This design comes from an exercise in tuning for small area, a short achievable clock period and few clock cycles on the open sky130 flow, not from production work. RTL that was checked went through simulation tests only; none was proved equivalent to the original. For run 5, only the layout was checked, not whether the RTL still works. No driver is modelled on the clock port, so clocking that relies on it looks cheaper here than on a real chip.

### design.v
module Bfloat16_add(input [15:0] c, input [15:0] d, output [15:0] sum);
    wire cbig = c[14:0] >= d[14:0];
    wire [15:0] b = cbig ? c : d;
    wire [15:0] s = cbig ? d : c;
    wire [7:0] ed = b[14:7] - s[14:7];
    wire [7:0] ns = (ed[7:3] != 5'd0) ? 8'd0 : ({1'b1, s[6:0]} >> ed[2:0]);
    wire [7:0] nb = {1'b1, b[6:0]};
    wire sub = c[15] ^ d[15];
    wire [8:0] r = sub ? {1'b0, nb} - {1'b0, ns} : {1'b0, nb} + {1'b0, ns};
    reg [2:0] pos;
    always @(*) begin
        casez (r[7:1])
            7'b1??????: pos = 3'd0;
            7'b01?????: pos = 3'd1;
            7'b001????: pos = 3'd2;
            7'b0001???: pos = 3'd3;
            7'b00001??: pos = 3'd4;
            7'b000001?: pos = 3'd5;
            7'b0000001: pos = 3'd6;
            default:    pos = 3'd7;
        endcase
    end
    wire [7:0] sh = r[7:0] << pos;
    wire [15:0] addres = r[8] ? {b[15], b[14:7] + 8'd1, r[7:1]} : {b[15], b[14:7], r[6:0]};
    wire [15:0] subres = (r[7:0] == 8'd0) ? 16'd0 :
                         {b[15], b[14:7] - {5'd0, pos}, (pos == 3'd7) ? 7'd0 : sh[6:0]};
    assign sum = sub ? subres : addres;
endmodule
module bf_addpos(input [14:0] c, input [14:0] d, output [14:0] sum);
    wire cbig = c >= d;
    wire [14:0] b = cbig ? c : d;
    wire [14:0] s = cbig ? d : c;
    wire [7:0] ed = b[14:7] - s[14:7];
    wire [7:0] ns = (ed[7:3] != 5'd0) ? 8'd0 : ({1'b1, s[6:0]} >> ed[2:0]);
    wire [8:0] r = {2'b01, b[6:0]} + {1'b0, ns};
    assign sum = r[8] ? {b[14:7] + 8'd1, r[7:1]} : {b[14:7], r[6:0]};
endmodule
module bf_add_slow(input [15:0] c, input [15:0] d, input byp, output [15:0] sum);
    wire [15:0] cmpc;
    assign cmpc[0] = 1'b1;
    genvar k;
    generate for (k = 0; k < 15; k = k + 1) begin : cm
        assign cmpc[k+1] = (c[k] & ~d[k]) | (c[k] & cmpc[k]) | (~d[k] & cmpc[k]);
    end endgenerate
    wire cbig = cmpc[15] | byp;
    wire [15:0] b = cbig ? c : d;
    wire [15:0] s = cbig ? d : c;
    wire [7:0] ed; wire edc;
    radd8 r1(b[14:7], ~s[14:7], 1'b1, ed, edc);
    wire [7:0] ns = (byp || ed[7:3] != 5'd0) ? 8'd0 : ({1'b1, s[6:0]} >> ed[2:0]);
    wire [7:0] nb = {1'b1, b[6:0]};
    wire sub = (c[15] ^ d[15]) & !byp;
    wire [7:0] rr; wire rco;
    radd8 r2(nb, sub ? ~ns : ns, sub, rr, rco);
    wire [8:0] r = {rco & !sub, rr};
    reg [2:0] pos;
    always @(*) begin
        casez (r[7:1])
            7'b1??????: pos = 3'd0;
            7'b01?????: pos = 3'd1;
            7'b001????: pos = 3'd2;
            7'b0001???: pos = 3'd3;
            7'b00001??: pos = 3'd4;
            7'b000001?: pos = 3'd5;
            7'b0000001: pos = 3'd6;
            default:    pos = 3'd7;
        endcase
    end
    wire [7:0] sh = r[7:0] << pos;
    wire [7:0] einc, edec; wire ic, dc;
    radd8 r3(b[14:7], 8'd0, 1'b1, einc, ic);
    radd8 r4(b[14:7], ~{5'd0, pos}, 1'b1, edec, dc);
    wire [15:0] addres = r[8] ? {b[15], einc, r[7:1]} : {b[15], b[14:7], r[6:0]};
    wire [15:0] subres = (r[7:0] == 8'd0) ? 16'd0 :
                         {b[15], edec, (pos == 3'd7) ? 7'd0 : sh[6:0]};
    assign sum = sub ? subres : addres;
endmodule
module radd8(input [7:0] a, input [7:0] b, input ci, output [7:0] s, output co);
    wire [8:0] c;
    assign c[0] = ci;
    genvar k;
    generate for (k = 0; k < 8; k = k + 1) begin : rc
        assign s[k] = a[k] ^ b[k] ^ c[k];
        assign c[k+1] = (a[k] & b[k]) | (a[k] & c[k]) | (b[k] & c[k]);
    end endgenerate
    assign co = c[8];
endmodule
module Bfloat16_mul(input [15:0] a, input [15:0] b, output [15:0] product);
    wire [15:0] fp;
    mant_mul m(a[6:0], b[6:0], fp);
    wire [7:0] m8 = fp[15] ? fp[15:8] : fp[14:7];
    wire rb = fp[15] ? fp[7] : fp[6];
    wire [7:0] rm; wire rc;
    radd8 r1(m8, 8'd0, rb, rm, rc);
    wire [7:0] e0, ex; wire c0, c1;
    radd8 r2(a[14:7], b[14:7], fp[15], e0, c0);
    radd8 r3(e0, 8'd129, rc, ex, c1);
    wire sg = a[15] ^ b[15];
    assign product = (a[14:0] == 15'd0 || b[14:0] == 15'd0) ? 16'd0 :
                     (a[14:7] == 8'd255 || b[14:7] == 8'd255) ? {sg, 8'd255, 7'd0} :
                     {sg, ex, rc ? 7'd0 : rm[6:0]};
endmodule
module bf_sq(input [14:0] a, output [14:0] product);
    wire [15:0] fp;
    mant_sq m(a[6:0], fp);
    wire [7:0] m8 = fp[15] ? fp[15:8] : fp[14:7];
    wire rb = fp[15] ? fp[7] : fp[6];
    wire [8:0] rm = {1'b0, m8} + {8'd0, rb};
    wire [7:0] ex = {a[13:7], fp[15]} + 8'd129 + {7'd0, rm[8]};
    assign product = (a == 15'd0) ? 15'd0 :
                     (a[14:7] == 8'd255) ? {8'd255, 7'd0} :
                     {ex, rm[8] ? 7'd0 : rm[6:0]};
endmodule
module bf_dbl(input [15:0] a, output [15:0] y);
    assign y = (a[14:0] == 15'd0) ? 16'd0 :
               (a[14:7] == 8'd255) ? {a[15], 8'd255, 7'd0} :
               {a[15], a[14:7] + 8'd1, a[6:0]};
endmodule
module mant_mul(input [6:0] a, input [6:0] b, output [15:0] p);
    wire t1 = (a[0] & b[6]) ^ (a[1] & b[5]);
    wire t2 = (a[0] & b[6]) & (a[1] & b[5]);
    wire t3 = a[0] ^ (a[1] & b[6]) ^ (a[2] & b[5]);
    wire t4 = (a[0] & (a[1] & b[6])) | (a[0] & (a[2] & b[5])) | ((a[1] & b[6]) & (a[2] & b[5]));
    wire t5 = (a[3] & b[4]) ^ (a[4] & b[3]);
    wire t6 = (a[3] & b[4]) & (a[4] & b[3]);
    wire t7 = a[1] ^ (a[2] & b[6]) ^ (a[3] & b[5]);
    wire t8 = (a[1] & (a[2] & b[6])) | (a[1] & (a[3] & b[5])) | ((a[2] & b[6]) & (a[3] & b[5]));
    wire t9 = (a[4] & b[4]) ^ (a[5] & b[3]);
    wire t10 = (a[4] & b[4]) & (a[5] & b[3]);
    wire t11 = a[2] ^ (a[3] & b[6]) ^ (a[4] & b[5]);
    wire t12 = (a[2] & (a[3] & b[6])) | (a[2] & (a[4] & b[5])) | ((a[3] & b[6]) & (a[4] & b[5]));
    wire t13 = (a[0] & b[4]) ^ (a[1] & b[3]);
    wire t14 = (a[0] & b[4]) & (a[1] & b[3]);
    wire t15 = (a[0] & b[5]) ^ (a[1] & b[4]) ^ (a[2] & b[3]);
    wire t16 = ((a[0] & b[5]) & (a[1] & b[4])) | ((a[0] & b[5]) & (a[2] & b[3])) | ((a[1] & b[4]) & (a[2] & b[3]));
    wire t17 = (a[3] & b[2]) ^ (a[4] & b[1]);
    wire t18 = (a[3] & b[2]) & (a[4] & b[1]);
    wire t19 = t1 ^ (a[2] & b[4]) ^ (a[3] & b[3]);
    wire t20 = (t1 & (a[2] & b[4])) | (t1 & (a[3] & b[3])) | ((a[2] & b[4]) & (a[3] & b[3]));
    wire t21 = (a[4] & b[2]) ^ (a[5] & b[1]) ^ (a[6] & b[0]);
    wire t22 = ((a[4] & b[2]) & (a[5] & b[1])) | ((a[4] & b[2]) & (a[6] & b[0])) | ((a[5] & b[1]) & (a[6] & b[0]));
    wire t23 = t2 ^ t3 ^ t5;
    wire t24 = (t2 & t3) | (t2 & t5) | (t3 & t5);
    wire t25 = (a[5] & b[2]) ^ (a[6] & b[1]) ^ b[0];
    wire t26 = ((a[5] & b[2]) & (a[6] & b[1])) | ((a[5] & b[2]) & b[0]) | ((a[6] & b[1]) & b[0]);
    wire t27 = t4 ^ t6 ^ t7;
    wire t28 = (t4 & t6) | (t4 & t7) | (t6 & t7);
    wire t29 = t9 ^ (a[6] & b[2]) ^ b[1];
    wire t30 = (t9 & (a[6] & b[2])) | (t9 & b[1]) | ((a[6] & b[2]) & b[1]);
    wire t31 = t8 ^ t10 ^ t11;
    wire t32 = (t8 & t10) | (t8 & t11) | (t10 & t11);
    wire t33 = (a[5] & b[4]) ^ (a[6] & b[3]) ^ b[2];
    wire t34 = ((a[5] & b[4]) & (a[6] & b[3])) | ((a[5] & b[4]) & b[2]) | ((a[6] & b[3]) & b[2]);
    wire t35 = t12 ^ a[3] ^ (a[4] & b[6]);
    wire t36 = (t12 & a[3]) | (t12 & (a[4] & b[6])) | (a[3] & (a[4] & b[6]));
    wire t37 = (a[5] & b[5]) ^ (a[6] & b[4]) ^ b[3];
    wire t38 = ((a[5] & b[5]) & (a[6] & b[4])) | ((a[5] & b[5]) & b[3]) | ((a[6] & b[4]) & b[3]);
    wire t39 = a[4] ^ (a[5] & b[6]) ^ (a[6] & b[5]);
    wire t40 = (a[4] & (a[5] & b[6])) | (a[4] & (a[6] & b[5])) | ((a[5] & b[6]) & (a[6] & b[5]));
    wire t41 = (a[0] & b[3]) ^ (a[1] & b[2]);
    wire t42 = (a[0] & b[3]) & (a[1] & b[2]);
    wire t43 = t13 ^ (a[2] & b[2]) ^ (a[3] & b[1]);
    wire t44 = (t13 & (a[2] & b[2])) | (t13 & (a[3] & b[1])) | ((a[2] & b[2]) & (a[3] & b[1]));
    wire t45 = t14 ^ t15 ^ t17;
    wire t46 = (t14 & t15) | (t14 & t17) | (t15 & t17);
    wire t47 = t16 ^ t18 ^ t19;
    wire t48 = (t16 & t18) | (t16 & t19) | (t18 & t19);
    wire t49 = t20 ^ t22 ^ t23;
    wire t50 = (t20 & t22) | (t20 & t23) | (t22 & t23);
    wire t51 = t24 ^ t26 ^ t27;
    wire t52 = (t24 & t26) | (t24 & t27) | (t26 & t27);
    wire t53 = t28 ^ t30 ^ t31;
    wire t54 = (t28 & t30) | (t28 & t31) | (t30 & t31);
    wire t55 = t32 ^ t34 ^ t35;
    wire t56 = (t32 & t34) | (t32 & t35) | (t34 & t35);
    wire t57 = t36 ^ t38 ^ t39;
    wire t58 = (t36 & t38) | (t36 & t39) | (t38 & t39);
    wire t59 = t40 ^ a[5] ^ (a[6] & b[6]);
    wire t60 = (t40 & a[5]) | (t40 & (a[6] & b[6])) | (a[5] & (a[6] & b[6]));
    wire t61 = (a[0] & b[2]) ^ (a[1] & b[1]);
    wire t62 = (a[0] & b[2]) & (a[1] & b[1]);
    wire t63 = t41 ^ (a[2] & b[1]) ^ (a[3] & b[0]);
    wire t64 = (t41 & (a[2] & b[1])) | (t41 & (a[3] & b[0])) | ((a[2] & b[1]) & (a[3] & b[0]));
    wire t65 = t42 ^ t43 ^ (a[4] & b[0]);
    wire t66 = (t42 & t43) | (t42 & (a[4] & b[0])) | (t43 & (a[4] & b[0]));
    wire t67 = t44 ^ t45 ^ (a[5] & b[0]);
    wire t68 = (t44 & t45) | (t44 & (a[5] & b[0])) | (t45 & (a[5] & b[0]));
    wire t69 = t46 ^ t47 ^ t21;
    wire t70 = (t46 & t47) | (t46 & t21) | (t47 & t21);
    wire t71 = t48 ^ t49 ^ t25;
    wire t72 = (t48 & t49) | (t48 & t25) | (t49 & t25);
    wire t73 = t50 ^ t51 ^ t29;
    wire t74 = (t50 & t51) | (t50 & t29) | (t51 & t29);
    wire t75 = t52 ^ t53 ^ t33;
    wire t76 = (t52 & t53) | (t52 & t33) | (t53 & t33);
    wire t77 = t54 ^ t55 ^ t37;
    wire t78 = (t54 & t55) | (t54 & t37) | (t55 & t37);
    wire t79 = t56 ^ t57 ^ b[4];
    wire t80 = (t56 & t57) | (t56 & b[4]) | (t57 & b[4]);
    wire t81 = t58 ^ t59 ^ b[5];
    wire t82 = (t58 & t59) | (t58 & b[5]) | (t59 & b[5]);
    wire t83 = t60 ^ a[6] ^ b[6];
    wire t84 = (t60 & a[6]) | (t60 & b[6]) | (a[6] & b[6]);
    wire [15:0] r0 = {1'b0, t84, t82, t80, t78, t76, t74, t72, t70, t68, t66, t64, t62, t61, (a[0] & b[1]), (a[0] & b[0])};
    wire [15:0] r1 = {1'b0, 1'b1, t83, t81, t79, t77, t75, t73, t71, t69, t67, t65, t63, (a[2] & b[0]), (a[1] & b[0]), 1'b0};
    wire [16:0] cy;
    assign cy[0] = 1'b0;
    genvar k;
    generate for (k = 0; k < 16; k = k + 1) begin : rc
        assign p[k] = r0[k] ^ r1[k] ^ cy[k];
        assign cy[k+1] = (r0[k] & r1[k]) | (r0[k] & cy[k]) | (r1[k] & cy[k]);
    end endgenerate
endmodule
module mant_sq(input [6:0] a, output [15:0] p);
    wire t1 = a[0] ^ (a[1] & a[6]);
    wire t2 = a[0] & (a[1] & a[6]);
    wire t3 = (a[0] & a[5]) ^ (a[1] & a[4]);
    wire t4 = (a[0] & a[5]) & (a[1] & a[4]);
    wire t5 = (a[0] & a[6]) ^ (a[1] & a[5]);
    wire t6 = (a[0] & a[6]) & (a[1] & a[5]);
    wire t7 = t1 ^ (a[2] & a[5]) ^ (a[3] & a[4]);
    wire t8 = (t1 & (a[2] & a[5])) | (t1 & (a[3] & a[4])) | ((a[2] & a[5]) & (a[3] & a[4]));
    wire t9 = t2 ^ a[1] ^ (a[2] & a[6]);
    wire t10 = (t2 & a[1]) | (t2 & (a[2] & a[6])) | (a[1] & (a[2] & a[6]));
    wire t11 = a[2] ^ (a[3] & a[6]) ^ (a[4] & a[5]);
    wire t12 = (a[2] & (a[3] & a[6])) | (a[2] & (a[4] & a[5])) | ((a[3] & a[6]) & (a[4] & a[5]));
    wire t13 = (a[0] & a[3]) ^ (a[1] & a[2]);
    wire t14 = (a[0] & a[3]) & (a[1] & a[2]);
    wire t15 = (a[0] & a[4]) ^ (a[1] & a[3]);
    wire t16 = (a[0] & a[4]) & (a[1] & a[3]);
    wire t17 = t3 ^ (a[2] & a[3]) ^ a[3];
    wire t18 = (t3 & (a[2] & a[3])) | (t3 & a[3]) | ((a[2] & a[3]) & a[3]);
    wire t19 = t4 ^ t5 ^ (a[2] & a[4]);
    wire t20 = (t4 & t5) | (t4 & (a[2] & a[4])) | (t5 & (a[2] & a[4]));
    wire t21 = t6 ^ t7 ^ a[4];
    wire t22 = (t6 & t7) | (t6 & a[4]) | (t7 & a[4]);
    wire t23 = t8 ^ t9 ^ (a[3] & a[5]);
    wire t24 = (t8 & t9) | (t8 & (a[3] & a[5])) | (t9 & (a[3] & a[5]));
    wire t25 = t10 ^ t11 ^ a[5];
    wire t26 = (t10 & t11) | (t10 & a[5]) | (t11 & a[5]);
    wire t27 = t12 ^ a[3] ^ (a[4] & a[6]);
    wire t28 = (t12 & a[3]) | (t12 & (a[4] & a[6])) | (a[3] & (a[4] & a[6]));
    wire t29 = a[4] ^ (a[5] & a[6]) ^ a[6];
    wire t30 = (a[4] & (a[5] & a[6])) | (a[4] & a[6]) | ((a[5] & a[6]) & a[6]);
    wire [15:0] r0 = {1'b0, a[6], t30, t28, t26, t24, t22, t20, t18, t16, t14, t13, (a[0] & a[2]), (a[0] & a[1]), 1'b0, a[0]};
    wire [15:0] r1 = {1'b0, 1'b1, a[5], t29, t27, t25, t23, t21, t19, t17, t15, a[2], 1'b0, a[1], 1'b0, 1'b0};
    wire [16:0] cy;
    assign cy[0] = 1'b0;
    genvar k;
    generate for (k = 0; k < 16; k = k + 1) begin : rc
        assign p[k] = r0[k] ^ r1[k] ^ cy[k];
        assign cy[k+1] = (r0[k] & r1[k]) | (r0[k] & cy[k]) | (r1[k] & cy[k]);
    end endgenerate
endmodule
module fitness_lin(input [15:0] x, input [15:0] y, output [15:0] u, output [15:0] v);
    wire [15:0] x2, y2, s1, s2;
    bf_dbl d1(y, y2);
    bf_dbl d2(x, x2);
    Bfloat16_add a1(x, y2, s1);
    Bfloat16_add a2(x2, y, s2);
    bf_addk #(7'h60) a3(s1, u);      
    bf_addk #(7'h20) a4(s2, v);      
endmodule
module fitness_sq(input [15:0] u, input [15:0] v, output [14:0] f);
    wire [14:0] u2, v2;
    bf_sq q1(u[14:0], u2);
    bf_sq q2(v[14:0], v2);
    bf_addpos a1(u2, v2, f);
endmodule
module bf_addk #(parameter [6:0] MK = 7'h60) (input [15:0] a, output [15:0] sum);
    localparam [7:0] NK = {1'b1, MK};
    wire s = a[15];
    wire [7:0] e = a[14:7];
    wire [7:0] n = {1'b1, a[6:0]};
    wire abig = a[14:0] >= {8'd129, MK};
    wire [7:0] sha = e - 8'd129;
    wire [7:0] nka = (sha[7:3] != 5'd0) ? 8'd0 : (NK >> sha[2:0]);
    wire [7:0] shb = 8'd129 - e;
    wire [7:0] nab = (shb[7:3] != 5'd0) ? 8'd0 : (n >> shb[2:0]);
    wire [7:0] nb = abig ? n : NK;
    wire [7:0] ns = abig ? nka : nab;
    wire [7:0] eb = abig ? e : 8'd129;
    wire sb = abig ? s : 1'b1;
    wire sub = !s;
    wire [8:0] r = sub ? {1'b0, nb} - {1'b0, ns} : {1'b0, nb} + {1'b0, ns};
    wire z4 = r[7:4] == 4'd0;
    wire [7:0] n4 = z4 ? {r[3:0], 4'd0} : r[7:0];
    wire z2 = n4[7:6] == 2'd0;
    wire [7:0] n2 = z2 ? {n4[5:0], 2'd0} : n4;
    wire z1 = !n2[7];
    wire [7:0] sh = z1 ? {n2[6:0], 1'b0} : n2;
    wire [2:0] pos = {z4, z2, z1};
    wire [15:0] addres = r[8] ? {sb, eb + 8'd1, r[7:1]} : {sb, eb, r[6:0]};
    wire [15:0] subres = (r[7:0] == 8'd0) ? 16'd0 : {sb, eb - {5'd0, pos}, sh[6:0]};
    assign sum = sub ? subres : addres;
endmodule
module twin_lfsr(input clk, input reset, input step, input [8:0] seed1, input [8:0] seed2,
                 output [15:0] n1, output [15:0] n2, output [15:0] nn1, output [15:0] nn2);
    reg [8:0] N1, N2;
    wire [8:0] M1 = {N1[7], N1[6], N1[5] ^ N1[8], N1[8], N1[0], N1[4], N1[3] ^ N1[0], N1[2], N1[1]};
    wire [8:0] M2 = {N2[7], N2[6], N2[5] ^ N2[8], N2[8], N2[0], N2[4], N2[3] ^ N2[0], N2[2], N2[1]};
    always @(posedge clk) begin
        if (reset) begin
            N1 <= seed1;
            N2 <= seed2;
        end else if (step) begin
            N1 <= M1;
            N2 <= M2;
        end
    end
    assign n1 = {N1[8], 5'b01111, N1[7], 1'b1, 1'b0, N1[6:0]};
    assign n2 = {N2[8], 5'b01111, N2[7], 1'b1, 1'b0, N2[6:0]};
    assign nn1 = {M1[8], 5'b01111, M1[7], 1'b1, 1'b0, M1[6:0]};
    assign nn2 = {M2[8], 5'b01111, M2[7], 1'b1, 1'b0, M2[6:0]};
endmodule
module BAS(input clk, input reset, input [8:0]count, input [8:0]seed1, input [8:0]seed2, input [15:0]xi, input [15:0]yi, input [15:0]P, input [15:0]E, output [15:0]xo, output [15:0]yo, output [15:0]fo, output [31:0]clk_cnt, output reg done);
    localparam K_NONE = 3'd0, K_INIT = 3'd1, K_R = 3'd2, K_L = 3'd3, K_T0 = 3'd4, K_T1 = 3'd5;
    reg [15:0] x, y, p, e;
    reg [14:0] f;
    reg [8:0] cnt, itc;
    reg [1:0] pc;                        
    reg act;                             
    reg [1:0] k;                         
    wire s0 = act & (k == 2'd0), s1 = act & (k == 2'd1);
    wire s2 = act & (k == 2'd2), s3 = act & (k == 2'd3);
    wire [15:0] dx, dy, ndx, ndy;
    twin_lfsr lfsr(clk, reset, s3, seed1, seed2, dx, dy, ndx, ndy);
    wire useE = s0 | s1;
    wire useY = (pc == 2'd1) | s1 | s3;
    wire [15:0] ma = useE ? e : p;
    wire [15:0] d = (s2 | s3) ? (useY ? ndy : ndx) : (useY ? dy : dx);
    wire [15:0] mp;
    Bfloat16_mul m1(ma, {1'b0, d[14:0]}, mp);
    reg [14:0] opa, opb, opc, opd;       
    reg [2:0] k1, k2;                    
    reg [14:0] fr;                       
    reg [15:0] x1, y1, xsel, ysel;
    reg sg;
    reg pend;                            
    reg [1:0] c0, c1;                    
    wire [1:0] cs = sg ? c1 : c0;
    wire pred = cs[1];                   
    wire last = (itc + 9'd1 == cnt);
    wire ini = (pc == 2'd2);
    wire pe = s0 | s1;
    wire nz = pe ? (p[14:0] != 15'd0) : (e[14:0] != 15'd0);
    wire neg = s1 | s2;
    wire [14:0] ox = pe ? opa : opc;
    wire [14:0] oy = pe ? opb : opd;
    wire [15:0] sx = {nz & ((pe ? p[15] ^ dx[15] : e[15]) ^ neg), ox};
    wire [15:0] sy = {nz & ((pe ? p[15] ^ dy[15] : e[15]) ^ neg), oy};
    wire [15:0] ax, ay;
    wire usel = pend & pred;             
    wire [15:0] xs = usel ? xsel : x;
    wire [15:0] ys = usel ? ysel : y;
    bf_add_slow a1(xs, sx, ini, ax);
    bf_add_slow a2(ys, sy, ini, ay);
    wire [2:0] k0 = ini ? K_INIT : s0 ? K_R : s1 ? K_L : s2 ? K_T1 : s3 ? K_T0 : K_NONE;
    wire [15:0] u, v;
    fitness_lin lin(x1, y1, u, v);
    reg [15:0] u2, v2;
    wire [14:0] fs;
    fitness_sq sq(u2, v2, fs);
    wire sgn = !(fr > fs);               
    wire le = fs <= f;
    wire dec = (k2 == K_T0) & !sg | (k2 == K_T1) & sg;    
    wire take = dec & le;
    wire redo = dec & (le != pred) & !last;   
    always @(posedge clk) begin
        if ((pc == 2'd2) | s2) opa <= mp[14:0];
        if ((pc == 2'd1) | s3) opb <= mp[14:0];
        if (s0) opc <= mp[14:0];
        if (s1) opd <= mp[14:0];
        x1 <= ax;
        y1 <= ay;
        u2 <= u;
        v2 <= v;
        if (k2 == K_R) fr <= fs;
        if (k2 == K_L) begin
            sg <= sgn;
            xsel <= sgn ? x1 : ax;       
            ysel <= sgn ? y1 : ay;
        end
        if ((k2 == K_INIT) | take) f <= fs;
        if (reset) begin
            x <= xi;
            y <= yi;
            p <= P;
            e <= E;
            cnt <= count;
            itc <= 9'd0;
            pc <= 2'd2;
            act <= 1'b0;
            k <= 2'd0;
            done <= 1'b0;
            k1 <= K_NONE;
            k2 <= K_NONE;
            pend <= 1'b0;
            c0 <= 2'd2;
            c1 <= 2'd2;
        end else begin
            if (pc != 2'd0) pc <= pc - 2'd1;
            if (pc == 2'd1) act <= (cnt != 9'd0);
            if ((k2 == K_INIT) && (cnt == 9'd0)) done <= 1'b1;
            if (take) begin
                x <= xsel;
                y <= ysel;
            end
            if (dec) begin
                itc <= itc + 9'd1;
                if (sg) c1 <= le ? (c1 == 2'd3 ? c1 : c1 + 2'd1) : (c1 == 2'd0 ? c1 : c1 - 2'd1);
                else c0 <= le ? (c0 == 2'd3 ? c0 : c0 + 2'd1) : (c0 == 2'd0 ? c0 : c0 - 2'd1);
                pend <= 1'b0;
                if (last) begin
                    done <= 1'b1;
                    act <= 1'b0;
                end
            end
            if (redo) begin
                k <= 2'd0;
                k1 <= K_NONE;
                k2 <= K_NONE;
            end else begin
                k1 <= k0;
                k2 <= k1;
                if (act) begin
                    k <= k + 2'd1;
                    if (s3) begin
                        if (!last) pend <= 1'b1;
                        else act <= 1'b0;
                    end
                end
            end
        end
    end
    assign xo = x;
    assign yo = y;
    assign fo = {1'b0, f};
    assign clk_cnt = {23'd0, itc};
endmodule
### flow/run.sh
#!/bin/bash
# The standard layout, except:
# - synthesis maps all the logic with the ABC script flow/area.abc, in place
#   of ORFS's area script and without first mapping adders to full/half-adder
#   cells (ADDER_MAP_FILE empty); otherwise synth_recipe.tcl unchanged;
# - plain buf_1 cells as the port buffers;
# - timing repair aiming at 56.2 ns of setup slack, and after CTS a repair
#   of the paths from the inputs only (flow/io_repair.tcl).
set -euo pipefail
W=$PWD
cat > "$W/flow_synth.tcl" <<TCL
proc abc {args} {
  set i [lsearch -exact \$args -script]
  if {\$i >= 0} { lset args [expr {\$i + 1}] $W/flow/area.abc }
  yosys abc {*}\$args
}
source $W/synth_recipe.tcl
TCL
bash standard.sh "SYNTH_SCRIPT=$W/flow_synth.tcl" ADDER_MAP_FILE= "BUFFER_PORTS_ARGS=-buffer_cell sky130_fd_sc_hd__buf_1" SETUP_SLACK_MARGIN=56.2 "POST_CTS_TCL=$W/flow/io_repair.tcl" "CTS_ARGS=-sink_clustering_enable -sink_clustering_size 24 -sink_clustering_max_diameter 120 -repair_clock_nets -sink_clustering_levels 1" finish > standard.log 2>&1
### flow/area.abc
strash
ifraig
dc2
dch -f
amap -m
topo
stime -c
buffer -c
upsize -c -D 12500
dnsize -c -D 12500
### flow/io_repair.tcl
# Run after CTS (POST_CTS_TCL): a timing repair of the paths from the inputs
# to the registers only, aiming at 56.9 ns of slack; the other paths are left
# to the standard repair. The false paths are set for this repair only and
# removed again before the design is written.
set_false_path -from [all_registers] -to [all_registers]
set_false_path -to [all_outputs]
repair_timing -setup -setup_margin 56.9 -verbose
sta::unset_path_exceptions -from [all_registers] -to [all_registers]
sta::unset_path_exceptions -to [all_outputs]
detailed_placement
check_placement -verbose
estimate_parasitics -placement
report_worst_slack -max
### standard.sh
#!/bin/bash
# synth_recipe.tcl (not shown) runs the flow's synth.tcl, then flattens the netlist and writes it again
# the make line also repeats each setting of config.mk as NAME=value (left out here)
make -C /OpenROAD-flow-scripts/flow DESIGN_CONFIG=/design/flow/config.mk WORK_HOME=/design/flow/orfs CLKGATE_MAP_FILE= SYNTH_SCRIPT=/design/flow/synth_recipe.tcl "${@:-finish}"
### config.mk
export PLATFORM = sky130hd
export DESIGN_NAME = BAS
export DESIGN_NICKNAME = BAS
export VERILOG_FILES = /design/flow/design.v
export SDC_FILE = /design/flow/constraint.sdc
export NUM_CORES = 8
export LEC_CHECK = 0
export ABC_AREA = 1
export CAP_MARGIN = 20
export CORE_MARGIN = 2
export CORE_UTILIZATION = 60
export CTS_CLUSTER_DIAMETER = 120
export CTS_CLUSTER_SIZE = 24
export SLEW_MARGIN = 20
### constraint.sdc
create_clock -name core_clock -period 72.0 [get_ports {clk}]
set_input_delay 14.4000 -clock core_clock [delete_from_list [all_inputs] [get_ports {clk}]]
set_output_delay 14.4000 -clock core_clock [all_outputs]
set_load 0.01 [all_outputs]
==> run summary, run 1 <==
- Result of the run: finished clean
- Global placer's final weighted congestion: 1.025
- Dominant register cell in the synthesized netlist: sky130_fd_sc_hd__edfxtp_1
- Unique masters post-synth: 103
- Required time of the critical path: 57.60 ns
- Top cell type's share of synthesized area: 24.52%
- Clock latency of the later-clocked register in the worst-skew pair: 0.53 ns
- Layout-stage area growth over the synthesis result: 8.125%
- Part of the cycle the worst path needs: 21.63%
- Largest delay share family, worst path: flip-flops
- Number of warnings printed during yosys synthesis: 4
- Share of layout cells above drive strength 1: 8.080%
- CTS tree: yes
- Setup repair after global routing missed its margin: no
- Initial antenna violation count: 1
- HP Class: flop to flop
- Detailed-route wire length on metal 1: 33560 um
- Iteration count of the initial detailed-routing pass: 8
- Total inserted antenna cells: 0
- Wire length of the first global-routing pass: 122200 um
- Syn Inst Count: 3797
- Total placed cells including tap cells: 4470
- Num rows: 76
- Netlist Area Pre-Place: 0.02621 sq mm
- Total Neg Setup Slack: 0 ns
- Fin cells: 4533
- DRC violations left: 0
- Met3 WL post-DR: 7091 um
- Worst slack at placement: 55.73 ns
- Nature of the critical path endpoint: output pin
- Worst reg-to-reg path cell count: 103
- Maximum fanout along the worst path: 2
- Number of global-route vias before repair: 24800
- Boundary pin count: 174
- Setup slack after layout: 56.43 ns
- Number of max-slew violations in the final report: 0
- Die boundary height: 213 um
- Part of the Yosys area used for sequential elements: 31.24%
- Largest net degree at the start of global routing: 73
- Critical Path Max Stage Delay: 0.39 ns
- Arrival time at the worst endpoint: 1.17 ns
- Final worst path period need: 15.57 ns
- Number of nets in the layout: 4031
- Post-detailed-routing wire length: 78790 um
- Flop and latch count out of synthesis: 302
- Total grt overflow: 0
- Number of synthesized flops with an enable pin: 214
- Type of element launching the critical path: flop
- Die area: 0.04537 sq mm
- Leading post-synthesis cells by cell area: sky130_fd_sc_hd__edfxtp_1 (25%), sky130_fd_sc_hd__nor2_1 (11%), sky130_fd_sc_hd__o22ai_1 (8.2%)
- Cell at the slowest stage of the critical path: sky130_fd_sc_hd__edfxtp_1
- Maximum frequency from static timing analysis: 64.21 MHz
- Global Route Usage Sum: 32.92%
- Initial drt markers: 3282
- Max-capacitance violation count: 0
- Detail Placement HPWL: 60180 um
- Buffers on Ports: 149
- Clock-pin slew reported for the worst setup and hold paths after clock tree synthesis: 0.10 ns
- Critical path depth in cells: 1
- Final count of negative-setup-slack endpoints: 0
- Width of the die: 213 um
- Clock Sinks: 302
- Post-Synthesis Mean Instance Area: 6.903 sq um
- Wire length on met2: 35980 um
- WHS Path Cells: 2
- Core outline area: 0.04308 sq mm
- Via density per instance: 6.319
- Cell Chain, Critical Path: buf_1
- Proportion of synthesized flip-flops having asynchronous set or reset: 0%
- Transition time of the tightest slew-check pin: 1.033 ns
- Largest area contributor in the netlist: sky130_fd_sc_hd__edfxtp_1
- Kind of critical path: flop to output pin
- DR WL/cell: 17.38 um
- Count of buffering cells on the critical path with inverters included: 1
- Slew headroom: 31.09%
- Skew final: 0.01415 ns
- Initial Util: 60.84%
- Post-detailed-route count of antenna-violating nets: 0
- Top layer used by detailed routing: met5
- Via count of the routed design: 28640
- Hold Violations, Final: 0
==> layout by cell type, fill, tap and decap left out, types with 24 or more instances in the layout <==
cell type	count
sky130_fd_sc_hd__a211oi_1	36
sky130_fd_sc_hd__a21oi_1	284
sky130_fd_sc_hd__a22o_1	36
sky130_fd_sc_hd__a31oi_1	33
sky130_fd_sc_hd__and2_1	30
sky130_fd_sc_hd__buf_1	148
sky130_fd_sc_hd__buf_4	53
sky130_fd_sc_hd__conb_1	24
sky130_fd_sc_hd__dfxtp_1	84
sky130_fd_sc_hd__edfxtp_1	214
sky130_fd_sc_hd__inv_1	375
sky130_fd_sc_hd__inv_2	34
sky130_fd_sc_hd__nand2_1	403
sky130_fd_sc_hd__nor2_1	779
sky130_fd_sc_hd__nor2b_1	34
sky130_fd_sc_hd__nor3_1	69
sky130_fd_sc_hd__nor4_1	25
sky130_fd_sc_hd__o21a_1	48
sky130_fd_sc_hd__o21ai_0	303
sky130_fd_sc_hd__o21ai_1	67
sky130_fd_sc_hd__o22a_1	35
sky130_fd_sc_hd__o22ai_1	338
sky130_fd_sc_hd__o32ai_1	32
sky130_fd_sc_hd__or2_2	26
==> worst paths after layout <==
path / start / to / slack [ns]
setup / recovery: x[2] / xo[2] / 56.43
hold / removal: pc[1] / pc[1] / 0.45
setup reg to reg: y1[7] / u2[10] / 57.32
hold reg to reg: pc[1] / pc[1] / 0.45
==> registers in the layout, indices dropped and copies added (netlist names), 16 cells and up <==
name	cells
x	16
p	16
e	16
y1	16
xsel	16
x1	16
y	16
ysel	16
==> layer usage <==
metal,vias to the layer above,track usage [%]
met4,2,8.802
met5,-,0
met1,13110,44.79
li1,14020,-
met3,165,4.515
met2,1338,54.99
==> kinds of logic after synthesis <==
kind of cell	after synthesis	share of synthesized area, %
other	1	0.01431
buffers and inverters	544	8.693
flip-flops	302	31.24
AND/OR/NAND/NOR	1513	24.83
AO/OA/AOI/OAI	1437	35.22
==> stage by stage <==
step | cell area, sq um | hold WS [ns] | util [%]
after floorplan | 26310 | 0.4138 | -
after global placement | 27190 | 0.4302 | 63.12
after detailed placement | 27190 | 0.4373 | 63.12
after global routing | 28340 | 0.4738 | 65.79
final | 28340 | 0.4528 | 65.79
==> cell usage after synthesis, drive strengths merged, types with 34 or more instances <==
master	instances
o21ai	392
nor2	815
dfxtp	88
a211oi	40
inv	418
o22ai	348
nor3	78
a31oi	34
edfxtp	214
o22a	44
clkbuf	65
nor2b	34
o21a	48
o32ai	42
a22o	36
nand2	414
buf	45
a21oi	298
==> final cells by class <==
cell class | instances | area, sq um
timing repair buffer | 207 | 1060
clock buffer | 26 | 459.2
inverter | 434 | 1669
clock inverter | 2 | 13.76
multi-input combinational | 2977 | 16210
tap | 585 | 732.0
fill | 3848 | 14740
sequential | 302 | 8193
Testbench counts, summed over its fixed seeds: cycles 200,424.
==> inputs of run 2 (changes only) <==
--- a/flow/run.sh
+++ b/flow/run.sh
@@ -18,2 +18,2 @@
 TCL
-bash standard.sh "SYNTH_SCRIPT=$W/flow_synth.tcl" ADDER_MAP_FILE= "BUFFER_PORTS_ARGS=-buffer_cell sky130_fd_sc_hd__buf_1" SETUP_SLACK_MARGIN=56.2 "POST_CTS_TCL=$W/flow/io_repair.tcl" "CTS_ARGS=-sink_clustering_enable -sink_clustering_size 24 -sink_clustering_max_diameter 120 -repair_clock_nets -sink_clustering_levels 1" finish > standard.log 2>&1
+bash standard.sh "SYNTH_SCRIPT=$W/flow_synth.tcl" ADDER_MAP_FILE= "BUFFER_PORTS_ARGS=-buffer_cell sky130_fd_sc_hd__buf_1" SETUP_SLACK_MARGIN=56.2 "POST_CTS_TCL=$W/flow/io_repair.tcl" "CTS_ARGS=-sink_clustering_enable -sink_clustering_size 24 -sink_clustering_max_diameter 120 -repair_clock_nets -num_static_layers 1" finish > standard.log 2>&1
==> run summary, run 2 <==
- Result of the run: finished clean
- Netlist Area Pre-Place: 0.02621 sq mm (unchanged)
- Maximum fanout along the worst path: 2 (unchanged)
- Post-detailed-route count of antenna-violating nets: 0 (unchanged)
- Type of element launching the critical path: flop
- Width of the die: 213 um (unchanged)
- Required time of the critical path: 57.60 ns (about the same)
- Cell Chain, Critical Path: buf_1
- Core outline area: 0.04308 sq mm (unchanged)
- Critical Path Max Stage Delay: 0.48 ns (+0.09 ns)
- Most frequent standard cell in the layout excluding fill and tap cells: sky130_fd_sc_hd__nor2_1
- Number of nets in the layout: 4031 (unchanged)
- Setup slack after layout: 56.43 ns (+0.006500 ns)
- Global placer's final weighted congestion: 1.025 (unchanged)
- Number of warnings printed during yosys synthesis: 4 (unchanged)
- Total Neg Setup Slack: 0 ns (unchanged)
- Worst slack at placement: 55.73 ns (unchanged)
- Hold Violations, Final: 0 (unchanged)
- Die area: 0.04537 sq mm (unchanged)
- Finished Cell Area: 0.02834 sq mm (about the same)
- Cell at the slowest stage of the critical path: sky130_fd_sc_hd__edfxtp_1
- DRC violations left: 0 (unchanged)
- Transition time of the tightest slew-check pin: 0.9969 ns (-0.03657 ns)
- Largest net degree at the start of global routing: 73 (unchanged)
- Max-capacitance violation count: 0 (unchanged)
- Wire length of the first global-routing pass: 122400 um (+0.16%)
- Largest area contributor in the netlist: sky130_fd_sc_hd__edfxtp_1
- Part of the Yosys area used for sequential elements: 31.24% (unchanged)
- Syn Inst Count: 3797 (unchanged)
- Nature of the critical path endpoint: output pin
- Most common cell in the netlist: sky130_fd_sc_hd__nor2_1
- Part of the cycle the worst path needs: 21.62% (about the same)
- Number of synthesized flops with an enable pin: 214 (unchanged)
- Share of layout cells above drive strength 1: 8.105% (+0.025 points)
- Worst Hold Margin: 0.4532 ns (+0.0004330 ns)
- Setup repair after global routing missed its margin: no
- Detail Placement HPWL: 60180 um (unchanged)
- Largest delay share family, worst path: flip-flops
- Boundary pin count: 174 (unchanged)
- HP Class: flop to flop
- Top cell type's share of synthesized area: 24.52% (unchanged)
- Maximum frequency from static timing analysis: 64.24 MHz (about the same)
- Iteration count of the initial detailed-routing pass: 7 (-1)
- DR WL/cell: 17.37 um (about the same)
- Via density per instance: 6.308 (-0.17%)
- Commonest cells after routing, fill and taps aside: sky130_fd_sc_hd__nor2_1 (778), sky130_fd_sc_hd__nand2_1 (403), sky130_fd_sc_hd__inv_1 (375)
- Clock latency of the later-clocked register in the worst-skew pair: 0.53 ns (about the same)
- Leading post-synthesis cells by cell area: sky130_fd_sc_hd__edfxtp_1 (25%), sky130_fd_sc_hd__nor2_1 (11%), sky130_fd_sc_hd__o22ai_1 (8.2%)
- Via count of the routed design: 28590 (-0.17%)
- Number of max-slew violations in the final report: 0 (unchanged)
- Most used standard cells in the synthesized netlist: sky130_fd_sc_hd__nor2_1 (787), sky130_fd_sc_hd__nand2_1 (406), sky130_fd_sc_hd__inv_1 (378), sky130_fd_sc_hd__o22ai_1 (344), sky130_fd_sc_hd__o21ai_0 (314)
- Clock-pin slew reported for the worst setup and hold paths after clock tree synthesis: 0.10 ns (about the same)
- Dominant register cell in the synthesized netlist: sky130_fd_sc_hd__edfxtp_1
- Final count of negative-setup-slack endpoints: 0 (unchanged)
- Initial antenna violation count: 1 (unchanged)
- Proportion of synthesized flip-flops having asynchronous set or reset: 0% (unchanged)
- Layout-stage area growth over the synthesis result: 8.149% (about the same)
- Final cell utilization of the core: 65.80% (about the same)
- Skew final: 0.01355 ns (-0.0006054 ns)
- Number of global-route vias before repair: 24830 (+0.13%)
- Global Route Usage Sum: 33.01% (+0.092 points)
- Flop and latch count out of synthesis: 302 (unchanged)
- Kind of critical path: flop to output pin
- Post-detailed-routing wire length: 78720 um (about the same)
- Post-Synthesis Mean Instance Area: 6.903 sq um (unchanged)
- Instance area at placement: 0.02719 sq mm (unchanged)
- Buffers on Ports: 149 (unchanged)
- Final worst path period need: 15.57 ns (-0.006500 ns)
- Slew headroom: 33.53% (+2.4 points)
- Num rows: 76 (unchanged)
- Die boundary height: 213 um (unchanged)
- CTS tree: yes
- Initial drt markers: 3348 (+2.0%)
- Count of buffering cells on the critical path with inverters included: 1 (unchanged)
- Unique masters post-synth: 103 (unchanged)
- Total grt overflow: 0 (unchanged)
- Total inserted antenna cells: 0 (unchanged)
- Arrival time at the worst endpoint: 1.17 ns (about the same)
- Initial Util: 60.84% (unchanged)
- Clock Sinks: 302 (unchanged)
run 2: cell counts after synthesis:
Identical to the previous run, type by type.
run 2: tightest hold or removal path: cells and delay by family (launching register included):
family | cells | cell delay [ns]
simple gates | 2 | 0.09
flops | 1 | 0.33
run 2: final cells by class:
class	count	area (sq um)
flip-flops and latches	302	8193
clock buffers	26	459.2
well taps	585	732.0
multi-input cells	2977	16210
fillers	3846	14730
inverters	434	1669
repair buffers	207	1064
clock inverters	2	13.76
run 2: metal layers:
metal	share of wire (%)	track usage, %	up-vias
li1	-	-	14030
met1	42	44.83	13130
met2	46	55.26	1298
met3	9.0	4.530	139
met4	2.6	8.802	2
met5	0.014	0	-
run 2: final timing paths:
check,start,to,cells after the start,slack [ns]
hold / removal,pc[1],pc[1],2,0.45
setup / recovery,x[15],xo[15],1,56.43
setup reg to reg,y1[7],u2[10],103,57.34
hold reg to reg,pc[1],pc[1],2,0.45
run 2: logic make-up (layout without fill, tap and decap cells):
kind of cell / count (synthesis) / after routing / share of synthesized area (%)
other: 1 / 24 / 0.01431
flip-flops: 302 / 302 / 31.24
AO/OA/AOI/OAI: 1437 / 1439 / 35.22
buffers and inverters: 544 / 669 / 8.693
AND/OR/NAND/NOR: 1513 / 1514 / 24.83
run 2: through the flow:
| stage | cells |
|---|---|
| 3_5_place_dp | 4470 |
| 2_1_floorplan | 3820 |
| 3_3_place_gp | 4470 |
| 6_report | 4533 |
| 5_1_grt | 4533 |
==> inputs of run 3 (changes only) <==
--- a/design.v
+++ b/design.v
@@ -428,3 +428,3 @@
                     if (s3) begin
-                        if (!last) pend <= 1'b1;
+                        if (itc + 9'd1 < cnt) pend <= 1'b1;
                         else act <= 1'b0;
--- a/flow/run.sh
+++ b/flow/run.sh
@@ -7,3 +7,4 @@
 # - timing repair aiming at 56.2 ns of setup slack, and after CTS a repair
-#   of the paths from the inputs only (flow/io_repair.tcl).
+#   of the paths from the inputs only, with buf_2 output port buffers
+#   (flow/io_repair.tcl).
 set -euo pipefail
@@ -18,2 +19,2 @@
 TCL
-bash standard.sh "SYNTH_SCRIPT=$W/flow_synth.tcl" ADDER_MAP_FILE= "BUFFER_PORTS_ARGS=-buffer_cell sky130_fd_sc_hd__buf_1" SETUP_SLACK_MARGIN=56.2 "POST_CTS_TCL=$W/flow/io_repair.tcl" "CTS_ARGS=-sink_clustering_enable -sink_clustering_size 24 -sink_clustering_max_diameter 120 -repair_clock_nets -num_static_layers 1" finish > standard.log 2>&1
+bash standard.sh "SYNTH_SCRIPT=$W/flow_synth.tcl" ADDER_MAP_FILE= "BUFFER_PORTS_ARGS=-buffer_cell sky130_fd_sc_hd__buf_1" SETUP_SLACK_MARGIN=56.2 "POST_CTS_TCL=$W/flow/io_repair.tcl" finish > standard.log 2>&1
==> flow/io_repair.tcl (replaced) <==
# Run after CTS (POST_CTS_TCL).
# 1. The output ports' buffers become buf_2 (the port buffers are buf_1).
foreach port [get_ports -filter "direction==output"] {
  foreach pin [get_pins -of_objects [get_nets -of_objects $port] -filter "direction==output"] {
    set inst [get_cells -of_objects $pin]
    if {[get_property $inst ref_name] == "sky130_fd_sc_hd__buf_1"} {
      replace_cell $inst sky130_fd_sc_hd__buf_2
    }
  }
}
# 2. A timing repair of the paths from the inputs to the registers only,
# aiming at 56.9 ns of slack; the other paths are left to the standard
# repair. The false paths are set for this repair only and removed again
# before the design is written.
set_false_path -from [all_registers] -to [all_registers]
set_false_path -to [all_outputs]
repair_timing -setup -setup_margin 56.9 -verbose
sta::unset_path_exceptions -from [all_registers] -to [all_registers]
sta::unset_path_exceptions -to [all_outputs]
detailed_placement
check_placement -verbose
estimate_parasitics -placement
report_worst_slack -max
==> run summary, run 3 <==
- Step where the flow halted: 4_1_cts
- Leading post-synthesis cells by cell area: sky130_fd_sc_hd__edfxtp_1 (25%), sky130_fd_sc_hd__nor2_1 (12%), sky130_fd_sc_hd__o22ai_1 (7.9%)
- Width of the die: 212.8 um (about the same)
- Number of warnings printed during yosys synthesis: 4 (unchanged)
- Global placer's final weighted congestion: 0.9986 (-2.6%)
- Top cell type's share of synthesized area: 24.56% (+0.036 points)
- Initial Util: 60.75% (-0.090 points)
- Most common cell in the netlist: sky130_fd_sc_hd__nor2_1
- Worst slack at placement: 55.63 ns (-0.1039 ns)
- Num rows: 76 (unchanged)
- Part of the Yosys area used for sequential elements: 31.29% (+0.046 points)
- Boundary pin count: 174 (unchanged)
- Buffers on Ports: 149 (unchanged)
- First Error: [ERROR STA-0100] unsupported object type Port.
- Dominant register cell in the synthesized netlist: sky130_fd_sc_hd__edfxtp_1
- Largest area contributor in the netlist: sky130_fd_sc_hd__edfxtp_1
- Clock Sinks: 302 (unchanged)
- Number of synthesized flops with an enable pin: 214 (unchanged)
- Syn Inst Count: 3825 (+0.74%)
- Unique masters post-synth: 95 (-7.8%)
- Result of the run: aborted with a tool error
- Netlist Area Pre-Place: 0.02617 sq mm (-0.15%)
- Die boundary height: 212.8 um (about the same)
- Detail Placement HPWL: 62130 um (+3.2%)
- Most used standard cells in the synthesized netlist: sky130_fd_sc_hd__nor2_1 (820), sky130_fd_sc_hd__nand2_1 (412), sky130_fd_sc_hd__inv_1 (355), sky130_fd_sc_hd__o22ai_1 (330), sky130_fd_sc_hd__a21oi_1 (292)
- Proportion of synthesized flip-flops having asynchronous set or reset: 0% (unchanged)
- Post-Synthesis Mean Instance Area: 6.842 sq um (-0.88%)
- Flop and latch count out of synthesis: 302 (unchanged)
run 3: cell count changes after synthesis, moves of 10 or more:
cell	change
sky130_fd_sc_hd__clkbuf_1	+10
sky130_fd_sc_hd__o22a_1	+11
sky130_fd_sc_hd__nor2_1	+33
sky130_fd_sc_hd__inv_2	+11
sky130_fd_sc_hd__inv_1	-23
sky130_fd_sc_hd__nor3_1	+13
sky130_fd_sc_hd__o22ai_1	-14
sky130_fd_sc_hd__o21ai_0	-28
run 3: logic make-up after synthesis:
family / Yosys count / synth area share (%)
xor+xnor: 2 / 0.06695
buf+inv: 535 / 8.156
other cells: 1 / 0.01433
simple gates: 1562 / 25.53
compound gates: 1423 / 34.94
flops: 302 / 31.29
run 3: how the worst max path moves through the flow:
stage / startpoint / endpoint / slack (ns)
after floorplan: reset / lfsr.N1[0] / 56.20
after detailed placement: v2[1] / xsel[13] / 55.63
after global placement: reset / lfsr.N1[6] / 55.72
run 3: stage by stage:
step                cell area (sq um)  cells
detailed placement              27220   4492
global placement                27220   4492
floorplan                       26270   3848
Testbench counts of run 3, summed over its fixed seeds: cycles 200,424.
==> inputs of run 4 (changes only) <==
--- a/flow/io_repair.tcl
+++ b/flow/io_repair.tcl
@@ -3,3 +3,5 @@
 foreach port [get_ports -filter "direction==output"] {
-  foreach pin [get_pins -of_objects [get_nets -of_objects $port] -filter "direction==output"] {
+  set net [get_nets -quiet [get_full_name $port]]
+  if {$net == ""} { continue }
+  foreach pin [get_pins -quiet -of_objects $net -filter "direction==output"] {
     set inst [get_cells -of_objects $pin]
==> run summary, run 4 <==
- Result of the run: finished clean
- Clock-pin slew reported for the worst setup and hold paths after clock tree synthesis: 0.11 ns
- Global Route Usage Sum: 34.44%
- Via density per instance: 6.372
- Number of nets in the layout: 4073
- Total inserted antenna cells: 0
- Maximum frequency from static timing analysis: 63.99 MHz
- Most frequent standard cell in the layout excluding fill and tap cells: sky130_fd_sc_hd__nor2_1
- Finished Cell Area: 0.02875 sq mm
- Die area: 0.04530 sq mm
- Fin cells: 4575
- Post-Synthesis Mean Instance Area: 6.842 sq um (unchanged)
- Met2 track demand over resource: 56.76%
- Skew final: 0.01941 ns
- Transition time of the tightest slew-check pin: 1.109 ns
- Kind of critical path: flop to output pin
- Total grt overflow: 0
- Total placed cells including tap cells: 4492 (unchanged)
- Number of global-route vias before repair: 25740
- Part of the Yosys area used for sequential elements: 31.29% (unchanged)
- Required time of the critical path: 57.60 ns
- Initial drt markers: 3293
- GR met3 Demand/Resource: 5.854%
- Share of layout cells above drive strength 1: 9.950%
- DRC violations left: 0
- DR WL/cell: 17.95 um
- HP Class: flop to flop
- Type of element launching the critical path: flop
- Worst slack at placement: 55.63 ns (unchanged)
- Hold Violations, Final: 0
- Initial Util: 60.75% (unchanged)
- Detail Placement HPWL: 62130 um (unchanged)
- Maximum fanout along the worst path: 2
- Largest net degree at the start of global routing: 89
- Commonest cells after routing, fill and taps aside: sky130_fd_sc_hd__nor2_1 (811), sky130_fd_sc_hd__nand2_1 (408), sky130_fd_sc_hd__inv_1 (352)
- Dominant register cell in the synthesized netlist: sky130_fd_sc_hd__edfxtp_1
- Core outline area: 0.04308 sq mm
- Nature of the critical path endpoint: output pin
- Buffers on Ports: 149 (unchanged)
- Most used standard cells in the synthesized netlist: sky130_fd_sc_hd__nor2_1 (820), sky130_fd_sc_hd__nand2_1 (412), sky130_fd_sc_hd__inv_1 (355), sky130_fd_sc_hd__o22ai_1 (330), sky130_fd_sc_hd__a21oi_1 (292)
- Met1 GRT Util: 45.58%
- Most common cell in the netlist: sky130_fd_sc_hd__nor2_1
- Setup repair after global routing missed its margin: no
- Post-detailed-route count of antenna-violating nets: 0
- Initial antenna violation count: 2
- Netlist Area Pre-Place: 0.02617 sq mm (unchanged)
- Critical Path Max Stage Delay: 0.49 ns
- Worst reg-to-reg path cell count: 101
- Unique masters post-synth: 95 (unchanged)
- Largest delay share family, worst path: flip-flops
- Final worst path period need: 15.63 ns
- Via count of the routed design: 29150
- Proportion of synthesized flip-flops having asynchronous set or reset: 0% (unchanged)
- Count of buffering cells on the critical path with inverters included: 1
- Iteration count of the initial detailed-routing pass: 8
- Syn Inst Count: 3825 (unchanged)
- Leading post-synthesis cells by cell area: sky130_fd_sc_hd__edfxtp_1 (25%), sky130_fd_sc_hd__nor2_1 (12%), sky130_fd_sc_hd__o22ai_1 (7.9%)
- Width of the die: 212.8 um (unchanged)
- Part of the cycle the worst path needs: 21.70%
- Cell Chain, Critical Path: buf_2
- Slew headroom: 25.66%
- Largest area contributor in the netlist: sky130_fd_sc_hd__edfxtp_1
- Arrival time at the worst endpoint: 1.23 ns
- Grt peak-use layer: met2
- Clock Sinks: 302 (unchanged)
- WHS Path Cells: 2
- Instance area at placement: 0.02722 sq mm (unchanged)
- R2R Setup Slk: 57.16 ns
- Critical path depth in cells: 1
- Cell at the slowest stage of the critical path: sky130_fd_sc_hd__edfxtp_1
- Boundary pin count: 174 (unchanged)
- Number of synthesized flops with an enable pin: 214 (unchanged)
- Total Neg Setup Slack: 0 ns
- Num rows: 76 (unchanged)
- Setup slack after layout: 56.37 ns
- Flop and latch count out of synthesis: 302 (unchanged)
- Number of max-slew violations in the final report: 0
- Post-detailed-routing wire length: 82140 um
- Global placer's final weighted congestion: 0.9986 (unchanged)
- Number of warnings printed during yosys synthesis: 4 (unchanged)
- Max-capacitance violation count: 0
- Final count of negative-setup-slack endpoints: 0
- CTS tree: yes
- Top cell type's share of synthesized area: 24.56% (unchanged)
- Clock latency of the later-clocked register in the worst-skew pair: 0.54 ns
- Wire length of the first global-routing pass: 127800 um
- Layout-stage area growth over the synthesis result: 9.868%
- Die boundary height: 212.8 um (unchanged)
[run 4: cell counts after synthesis]
No cell type changed its count.
[run 4: kinds of logic after synthesis]
family	synth area share (%)
xor gates and xnor gates	0.06695
AOI/OAI and AO/OA	34.94
other	0.01433
DFF	31.29
and+or+nand+nor	25.53
buffers and inverters	8.156
[run 4: path summary, 6_finish.rpt]
path | to | startpoint
max | xo[9] | x[9]
min | pc[1] | pc[0]
max reg2reg | u2[12] | y1[8]
min reg2reg | pc[1] | pc[0]
[run 4: stage by stage]
step | utilization [%] | hold WS (ns)
after floorplan | - | 0.4225
final | 66.75 | 0.4654
after global placement | 63.20 | 0.4309
after detailed placement | 63.20 | 0.4520
after global routing | 66.75 | 0.5105
[run 4: layout make-up]
type / count / area [sq um]
flip-flops and latches: 302 / 8190
fillers: 3845 / 14320
inverters: 421 / 1609
clock buffers: 27 / 462.9
well taps: 585 / 732.0
multi-input cells: 3019 / 16500
repair buffers: 220 / 1242
clock inverters: 1 / 11.26
[run 4: per-layer routing]
layer / vias up / wire length [um]
met3: 207 / 7721
met2: 1389 / 37410
met5: - / 26
li1: 14150 / -
met4: 4 / 3083
met1: 13410 / 33910
==> inputs of run 5 (changes only) <==
--- a/design.v
+++ b/design.v
@@ -297,6 +297,4 @@
 module twin_lfsr(input clk, input reset, input step, input [8:0] seed1, input [8:0] seed2,
-                 output [15:0] n1, output [15:0] n2, output [15:0] nn1, output [15:0] nn2);
+                 output [15:0] n1, output [15:0] n2);
     reg [8:0] N1, N2;
-    wire [8:0] M1 = {N1[7], N1[6], N1[5] ^ N1[8], N1[8], N1[0], N1[4], N1[3] ^ N1[0], N1[2], N1[1]};
-    wire [8:0] M2 = {N2[7], N2[6], N2[5] ^ N2[8], N2[8], N2[0], N2[4], N2[3] ^ N2[0], N2[2], N2[1]};
     always @(posedge clk) begin
@@ -306,4 +304,4 @@
         end else if (step) begin
-            N1 <= M1;
-            N2 <= M2;
+            N1 <= {N1[7], N1[6], N1[5] ^ N1[8], N1[8], N1[0], N1[4], N1[3] ^ N1[0], N1[2], N1[1]};
+            N2 <= {N2[7], N2[6], N2[5] ^ N2[8], N2[8], N2[0], N2[4], N2[3] ^ N2[0], N2[2], N2[1]};
         end
@@ -312,4 +310,2 @@
     assign n2 = {N2[8], 5'b01111, N2[7], 1'b1, 1'b0, N2[6:0]};
-    assign nn1 = {M1[8], 5'b01111, M1[7], 1'b1, 1'b0, M1[6:0]};
-    assign nn2 = {M2[8], 5'b01111, M2[7], 1'b1, 1'b0, M2[6:0]};
 endmodule
@@ -325,4 +321,5 @@
     wire s2 = act & (k == 2'd2), s3 = act & (k == 2'd3);
-    wire [15:0] dx, dy, ndx, ndy;
-    twin_lfsr lfsr(clk, reset, s3, seed1, seed2, dx, dy, ndx, ndy);
+    wire [15:0] dx, dy;
+    wire redo;
+    twin_lfsr lfsr(clk, reset, s1 & !redo, seed1, seed2, dx, dy);
     wire useE = s0 | s1;
@@ -330,3 +327,3 @@
     wire [15:0] ma = useE ? e : p;
-    wire [15:0] d = (s2 | s3) ? (useY ? ndy : ndx) : (useY ? dy : dx);
+    wire [15:0] d = useY ? dy : dx;
     wire [15:0] mp;
@@ -367,3 +364,3 @@
     wire take = dec & le;
-    wire redo = dec & (le != pred) & !last;   
+    assign redo = dec & (le != pred) & !last;   
     always @(posedge clk) begin
@@ -428,3 +425,3 @@
                     if (s3) begin
-                        if (itc + 9'd1 < cnt) pend <= 1'b1;
+                        if (!last) pend <= 1'b1;
                         else act <= 1'b0;
--- a/flow/run.sh
+++ b/flow/run.sh
@@ -7,4 +7,3 @@
 # - timing repair aiming at 56.2 ns of setup slack, and after CTS a repair
-#   of the paths from the inputs only, with buf_2 output port buffers
-#   (flow/io_repair.tcl).
+#   of the paths from the inputs only (flow/io_repair.tcl).
 set -euo pipefail
==> flow/io_repair.tcl (replaced) <==
# Run after CTS (POST_CTS_TCL): a timing repair of the paths from the inputs
# to the registers only, aiming at 56.9 ns of slack; the other paths are left
# to the standard repair. The false paths are set for this repair only and
# removed again before the design is written.
set_false_path -from [all_registers] -to [all_registers]
set_false_path -to [all_outputs]
repair_timing -setup -setup_margin 56.9 -verbose
sta::unset_path_exceptions -from [all_registers] -to [all_registers]
sta::unset_path_exceptions -to [all_outputs]
detailed_placement
check_placement -verbose
estimate_parasitics -placement
report_worst_slack -max
==> run summary, run 5 <==
- Largest area contributor in the netlist: sky130_fd_sc_hd__edfxtp_1
- Total inserted antenna cells: 0 (unchanged)
- Layout-stage area growth over the synthesis result: 7.685%
- DR WL/cell: 17.77 um (-1.0%)
- Detail Placement HPWL: 61820 um (-0.49%)
- Boundary pin count: 174 (unchanged)
- Cell Chain, Critical Path: buf_1
- Transition time of the tightest slew-check pin: 1.259 ns (+0.1503 ns)
- Kind of critical path: flop to output pin
- Global placer's final weighted congestion: 0.9997 (+0.11%)
- Worst Hold Margin: 0.4538 ns (-0.01160 ns)
- Dominant register cell in the synthesized netlist: sky130_fd_sc_hd__edfxtp_1
- Total grt overflow: 0 (unchanged)
- Leading post-synthesis cells by cell area: sky130_fd_sc_hd__edfxtp_1 (24%), sky130_fd_sc_hd__nor2_1 (12%), sky130_fd_sc_hd__o22ai_1 (7.2%)
- Most common cell in the netlist: sky130_fd_sc_hd__nor2_1
- Largest net degree at the start of global routing: 66 (-26%)
- Clock-pin slew reported for the worst setup and hold paths after clock tree synthesis: 0.11 ns (about the same)
- Syn Inst Count: 3783 (-1.1%)
- Skew final: 0.03670 ns (+0.01730 ns)
- Largest delay share family, worst path: flip-flops
- Total Neg Setup Slack: 0 ns (unchanged)
- HP Class: flop to flop
- Setup repair after global routing missed its margin: no
- Number of synthesized flops with an enable pin: 214 (unchanged)
- Iteration count of the initial detailed-routing pass: 8 (unchanged)
- Share of layout cells above drive strength 1: 9.262% (-0.69 points)
- Critical Path Max Stage Delay: 0.38 ns (-0.11 ns)
- Arrival time at the worst endpoint: 1.20 ns (-0.03 ns)
- Type of element launching the critical path: flop
- Flop and latch count out of synthesis: 302 (unchanged)
- Nature of the critical path endpoint: output pin
- Die boundary height: 213.7 um (+0.38%)
- Worst slack at placement: 55.15 ns (-0.4756 ns)
- Post-detailed-route count of antenna-violating nets: 0 (unchanged)
- Final cell utilization of the core: 65.64% (-1.1 points)
- Global Route Usage Sum: 33.56% (-0.87 points)
- Post-Synthesis Mean Instance Area: 6.972 sq um (+1.9%)
- Initial drt markers: 2850 (-13%)
- Final count of negative-setup-slack endpoints: 0 (unchanged)
- Core outline area: 0.04327 sq mm (+0.44%)
- Part of the Yosys area used for sequential elements: 31.05% (-0.24 points)
- Layout filler cell count: 3791 (-1.4%)
- Initial Util: 60.96% (+0.20 points)
- CTS tree: yes
- Via count of the routed design: 28370 (-2.7%)
- Result of the run: finished clean
- Setup slack after layout: 56.40 ns (+0.02920 ns)
- Clock Sinks: 302 (unchanged)
- Buffers on Ports: 149 (unchanged)
- Maximum frequency from static timing analysis: 64.11 MHz (+0.19%)
- Clock latency of the later-clocked register in the worst-skew pair: 0.54 ns (about the same)
- Post-detailed-routing wire length: 80250 um (-2.3%)
- Required time of the critical path: 57.60 ns (about the same)
- Netlist Area Pre-Place: 0.02637 sq mm (+0.78%)
- Final worst path period need: 15.60 ns (-0.02920 ns)
- Maximum fanout along the worst path: 2 (unchanged)
- Via density per instance: 6.282 (-1.4%)
- Most frequent standard cell in the layout excluding fill and tap cells: sky130_fd_sc_hd__nor2_1
- Hold Violations, Final: 0 (unchanged)
- Initial antenna violation count: 0 (-2)
- Unique masters post-synth: 107 (+13%)
- Number of nets in the layout: 4014 (-1.4%)
- Top cell type's share of synthesized area: 24.37% (-0.19 points)
- Proportion of synthesized flip-flops having asynchronous set or reset: 0% (unchanged)
- Number of max-slew violations in the final report: 0 (unchanged)
- Number of warnings printed during yosys synthesis: 4 (unchanged)
- Cell at the slowest stage of the critical path: sky130_fd_sc_hd__edfxtp_1
- Width of the die: 213.7 um (+0.38%)
- Wire length of the first global-routing pass: 125200 um (-2.0%)
- Most used standard cells in the synthesized netlist: sky130_fd_sc_hd__nor2_1 (810), sky130_fd_sc_hd__nand2_1 (379), sky130_fd_sc_hd__inv_1 (346), sky130_fd_sc_hd__o22ai_1 (305), sky130_fd_sc_hd__a21oi_1 (299)
- Part of the cycle the worst path needs: 21.66% (-0.041 points)
- Count of buffering cells on the critical path with inverters included: 1 (unchanged)
- Die area: 0.04565 sq mm (+0.77%)
- Commonest cells after routing, fill and taps aside: sky130_fd_sc_hd__nor2_1 (806), sky130_fd_sc_hd__nand2_1 (378), sky130_fd_sc_hd__inv_1 (343)
- DRC violations left: 0 (unchanged)
- Number of global-route vias before repair: 24830 (-3.5%)
- Max-capacitance violation count: 0 (unchanged)
- Num rows: 76 (unchanged)
- Slew headroom: 13.87% (-12 points)
-- run 5: area by class of cell --
type	instances	area (sq um)	share of cell area, %
clock inverters	3	38.79	0.1366
multi-input cells	2974	16260	57.25
inverters	423	1697	5.974
well taps	585	732.0	2.577
clock buffers	25	455.4	1.604
flip-flops and latches	302	8190	28.84
repair buffers	201	1015	3.573
repair inverters	2	12.51	0.04405
-- run 5: logic make-up after synthesis --
group | Yosys count | synth area share (%)
AO/OA/AOI/OAI | 1420 | 35.01
buffers and inverters | 531 | 8.648
flip-flops | 302 | 31.05
other | 1 | 0.01422
AND/OR/NAND/NOR | 1529 | 25.29
-- run 5: through the flow --
step	instances	instance area (sq um)
2_1_floorplan	3806	26480
3_3_place_gp	4458	27390
3_5_place_dp	4458	27400
5_1_grt	4515	28400
6_report	4515	28400
-- run 5: metal layers --
layer  GRT usage, %  wire [um]  vias up  share of wire, %
li1               -          -    13970                 -
met1          45.01      34000    12920                42
met4          10.30       2749        0               3.4
met5              0          0        -                 0
met3          3.705       6531      170               8.1
met2          57.04      36970     1301                46
-- run 5: path summary, 6_finish.rpt --
check / start / end / slack (ns) / cells past startpoint
worst min-delay path: pc[1] / pc[1] / 0.45 / 2
worst max register to register: x1[7] / v2[13] / 57.46 / 101
worst min register to register: pc[1] / pc[1] / 0.45 / 2
worst max-delay path: x[2] / xo[2] / 56.40 / 1

afterwards: timing with drivers on the ports:
No port has a modelled driver above. Below, the same layouts with a new extraction and two added sets of constraints.
Step 1 assumes that a clkbuf_16 drives the clock port and a buf_2 every other input.
Step 2 adds t to the input delays and takes it off the output delays; t is the mean of the earliest and latest rising clock arrival at the registers after step 1. Input paths then give back, and output paths get back, about the clock's delay inside the block.
Three values: ideal ports, drivers, drivers and shift; two values: the first two.
| run | t (ns) | setup slack, ns | hold slack, ns | worst setup path at the end | clock arrival spread, ns |
|---|---|---|---|---|---|
| run 1 | 0.583 | 56.426 / 56.365 / 56.207 | 0.453 / 0.453 / 0.453 | input to register | 0.015 / 0.015 |
| run 2 | 0.585 | 56.433 / 56.370 / 56.190 | 0.453 / 0.453 / 0.453 | input to register | 0.014 / 0.014 |
| run 4 | 0.593 | 56.373 / 56.312 / 56.289 | 0.465 / 0.465 / 0.465 | input to register | 0.020 / 0.019 |
| run 5 | 0.583 | 56.402 / 56.341 / 56.308 | 0.454 / 0.454 / 0.454 | input to register | 0.037 / 0.037 |
After both steps setup and hold are still met in every run listed. The setup slack of run 2, which loses most, moves by -0.063 ns with the drivers and by -0.243 ns with both steps.
